Context: an optimization exercise on an open-source flow, tuned for small area. The choices shown serve that exercise and are no tape-out recipe.
At most, simulation tests tie the RTL to the original design; equivalence was not proved.

==> inputs of trial 43 <==
## multiply_matrix
module multiply_matrix
(
    input clk,
    input load,
	input load_w,
	input [159:0] c,
    input [63:0] a,
	input [63:0] b,
    output logic [159:0] out
);
Settings: LEC_CHECK=0, CAP_MARGIN=20, CORE_MARGIN=2, CORE_UTILIZATION=60, CTS_BUF_LIST=sky130_fd_sc_hd__clkbuf_8 sky130_fd_sc_hd__clkbuf_16, CTS_CLUSTER_DIAMETER=60, CTS_CLUSTER_SIZE=20, PLACE_DENSITY=0.65, SLEW_MARGIN=20, SYNTH_HIERARCHICAL=1; clock period 5.0 ns.
standard.sh (not shown) runs the stock make flow with config.mk's settings and CLKGATE_MAP_FILE= SYNTH_SCRIPT=/design/flow/synth_recipe.tcl, a recipe that flattens the netlist after the stock synthesis.
==> flow/flow/run.sh <==
#!/bin/bash
# Layout: the standard flow (standard.sh, unchanged synthesis and steps),
# with the input and output port buffers made of sky130_fd_sc_hd__buf_1 and
# clock tree synthesis without dummy loads and with larger sink clusters.
set -euo pipefail
export BUFFER_PORTS_ARGS="-buffer_cell sky130_fd_sc_hd__buf_1"
export CTS_ARGS="-sink_clustering_enable -repair_clock_nets -dont_use_dummy_load -sink_clustering_size 30 -sink_clustering_max_diameter 80 -buf_list sky130_fd_sc_hd__clkbuf_16"
bash standard.sh > standard_flow.log 2>&1
==> build 62: changes against trial 43 <==
--- a/flow/config.mk
+++ b/flow/config.mk
@@ -11,6 +11,7 @@
 export CTS_BUF_LIST = sky130_fd_sc_hd__clkbuf_8 sky130_fd_sc_hd__clkbuf_16
 export CTS_CLUSTER_DIAMETER = 60
 export CTS_CLUSTER_SIZE = 20
-export PLACE_DENSITY = 0.65
+export GPL_TIMING_DRIVEN = 0
+export PLACE_DENSITY = 0.72
 export SLEW_MARGIN = 20
 export SYNTH_HIERARCHICAL = 1
==> summary.txt <==
- Build 62 completed, yet does not pass: setup timing. Trial 43 completed with no timing, DRC or antenna violations.
- Against trial 43, the non-clock buffer count of build 62 is higher by 1200.
- In flip-flop and latch count, trial 43 and build 62 do not differ.
- Against trial 43, the clock skew of build 62 is higher by 39 ps.
- Worst hold slack: build 62 is lower than trial 43 (12 ps).

==> inputs of v18 <==
Another version of the RTL of multiply_matrix (not shown whole).
Settings: LEC_CHECK=0, CAP_MARGIN=20, CORE_MARGIN=2, CORE_UTILIZATION=60, CTS_BUF_LIST=sky130_fd_sc_hd__clkbuf_8 sky130_fd_sc_hd__clkbuf_16, CTS_CLUSTER_DIAMETER=60, CTS_CLUSTER_SIZE=20, PLACE_DENSITY=0.72, SLEW_MARGIN=20, SYNTH_HIERARCHICAL=1; clock period 5.0 ns.
Scripts as last shown in full above: flow/flow/run.sh
==> inputs of v26, as changes to v18 <==
==> flow/flow/run.sh (replaced) <==
#!/bin/bash
# Layout: the standard flow (standard.sh, unchanged synthesis and steps),
# with the input and output port buffers made of sky130_fd_sc_hd__buf_1.
set -euo pipefail
export BUFFER_PORTS_ARGS="-buffer_cell sky130_fd_sc_hd__buf_1"
bash standard.sh > standard_flow.log 2>&1
==> qor summary <==
metric                                                                                 v18                       v26
Outcome                                                           finished with violations  finished with violations
Reasons for failing layout checks                                             setup timing              setup timing
Max Clk Rate                                                                     0.194 GHz                 0.196 GHz
Hold_sp                                                                              b[16]                     b[57]
Number of detailed-route iterations in the first pass                                   23                        28
Worst Path Max Fanout                                                                    4                         3
Met2 Routed Length                                                              237,000 µm                238,000 µm
Clock buffer instance count of the final layout                                        142                       194
Post-layout worst setup margin                                                   -0.163 ns                 -0.114 ns
Fill cell instance count of the final layout                                        18,600                    18,300
Antenna violations before repair                                                        17                        18
Overall Global Routing Usage                                                         44.3%                     44.8%
Relative area of clock buffers and inverters in the final design                     2.13%                     3.75%
Function was not checked in any run of this note: the RTL went through the layout flow alone.

==> inputs of run a <==
multiply_matrix, a different RTL version from the one above (not shown whole).
Settings: LEC_CHECK=0, CAP_MARGIN=20, CORE_MARGIN=2, CORE_UTILIZATION=55, CTS_BUF_LIST=sky130_fd_sc_hd__clkbuf_8 sky130_fd_sc_hd__clkbuf_16, CTS_CLUSTER_DIAMETER=60, CTS_CLUSTER_SIZE=20, PLACE_DENSITY=0.68, SLEW_MARGIN=20, SYNTH_HIERARCHICAL=1; clock period 5.0 ns.
==> flow/flow/run.sh <==
#!/bin/bash
# Layout: the standard flow (standard.sh, unchanged synthesis and steps),
# with the input and output port buffers made of sky130_fd_sc_hd__buf_1,
# clock tree synthesis without dummy loads and with larger sink clusters, and
# global routing that offers less of met1/met2 (flow/fastroute.tcl).
set -euo pipefail
export BUFFER_PORTS_ARGS="-buffer_cell sky130_fd_sc_hd__buf_1"
export CTS_ARGS="-sink_clustering_enable -repair_clock_nets -dont_use_dummy_load -sink_clustering_size 30 -sink_clustering_max_diameter 80 -buf_list sky130_fd_sc_hd__clkbuf_16"
export FASTROUTE_TCL="$PWD/flow/fastroute.tcl"
bash standard.sh > standard_flow.log 2>&1
==> flow/flow/fastroute.tcl <==
# Global routing layers as the platform sets them, with less of met1 and met2
# offered to the global router so that it uses more met3 and met4.
set_global_routing_layer_adjustment $::env(MIN_ROUTING_LAYER)-$::env(MAX_ROUTING_LAYER) 0.2
set_global_routing_layer_adjustment met1 0.5
set_global_routing_layer_adjustment met2 0.4

set_routing_layers -clock $::env(MIN_CLK_ROUTING_LAYER)-$::env(MAX_ROUTING_LAYER)
set_routing_layers -signal $::env(MIN_ROUTING_LAYER)-$::env(MAX_ROUTING_LAYER)
==> run b (differences from run a) <==
CORE_UTILIZATION = 45   (was 55)
PLACE_DENSITY = 0.6   (was 0.68)
==> impl_metrics.py <==
metrics = {
    "worst_setup_path": {
        "startpoint": "e3[37]$_DFFE_PP_",
    },
    "sta": {
        "post-route-worst-setup-slack_ns": -0.00195,
        "setup_violations": 1,
    },
    "run_status": {
        "violations": "setup timing",
        "outcome": "failed layout checks",
    },
    "final_layout": {
        "seq_share_pct": 39.7,
    },
}
# the run above: run a

==> impl_metrics.py <==
metrics = {
    "run_status": {
        "outcome": "finished clean",
    },
    "final_layout": {
        "nets": 13500,
        "seq_share_pct": 39.2,
    },
    "sta": {
        "post-route-worst-setup-slack_ns": 0.0962,
        "setup_violations": 0,
    },
    "clock_tree": {
        "clk_latency_ns": 0.96,
    },
    "min_path": {
        "worstHoldPathCells": 1,
    },
    "route": {
        "drc": 0,
    },
}
# the run above: run b

Function was not checked in any run of this note: the RTL went through the layout flow alone.

## separate check: timing with driven ports
How much do the figures lean on ideal ports? The routed layouts below were timed once more, with nothing changed but the port constraints. Step 1 sets driving cells, clkbuf_16 on the clock port and buf_2 on the other inputs (assumed; they add their load-dependent delay and slew). Step 2, shift: input delay + t, output delay - t, t = (earliest + latest rising clock arrival at the registers) / 2. This alone moves slack from input paths to output paths. a / b / c = ideal / step 1 / step 2; a / b = the first two.
| run | t, ns | slack for setup (ns) | cell pins on the clock port's net |
|---|---|---|---|
| trial 43 | 0.954 | 0.182 / 0.182 / 0.182 | 1 |
| build 62 | 0.950 | -0.190 / -0.190 / -0.589 | 1 |
| v18 | 0.969 | -0.163 / -0.163 / -0.163 | 1 |
| v26 | 1.011 | -0.114 / -0.114 / -0.114 | 1 |
| run a | 0.963 | -0.002 / -0.002 / -0.002 | 1 |
| run b | 1.024 | 0.096 / 0.096 / 0.096 | 1 |
For build 62, which loses most, drivers alone change the setup slack by 0.000 ns; drivers and shift together by -0.399 ns.
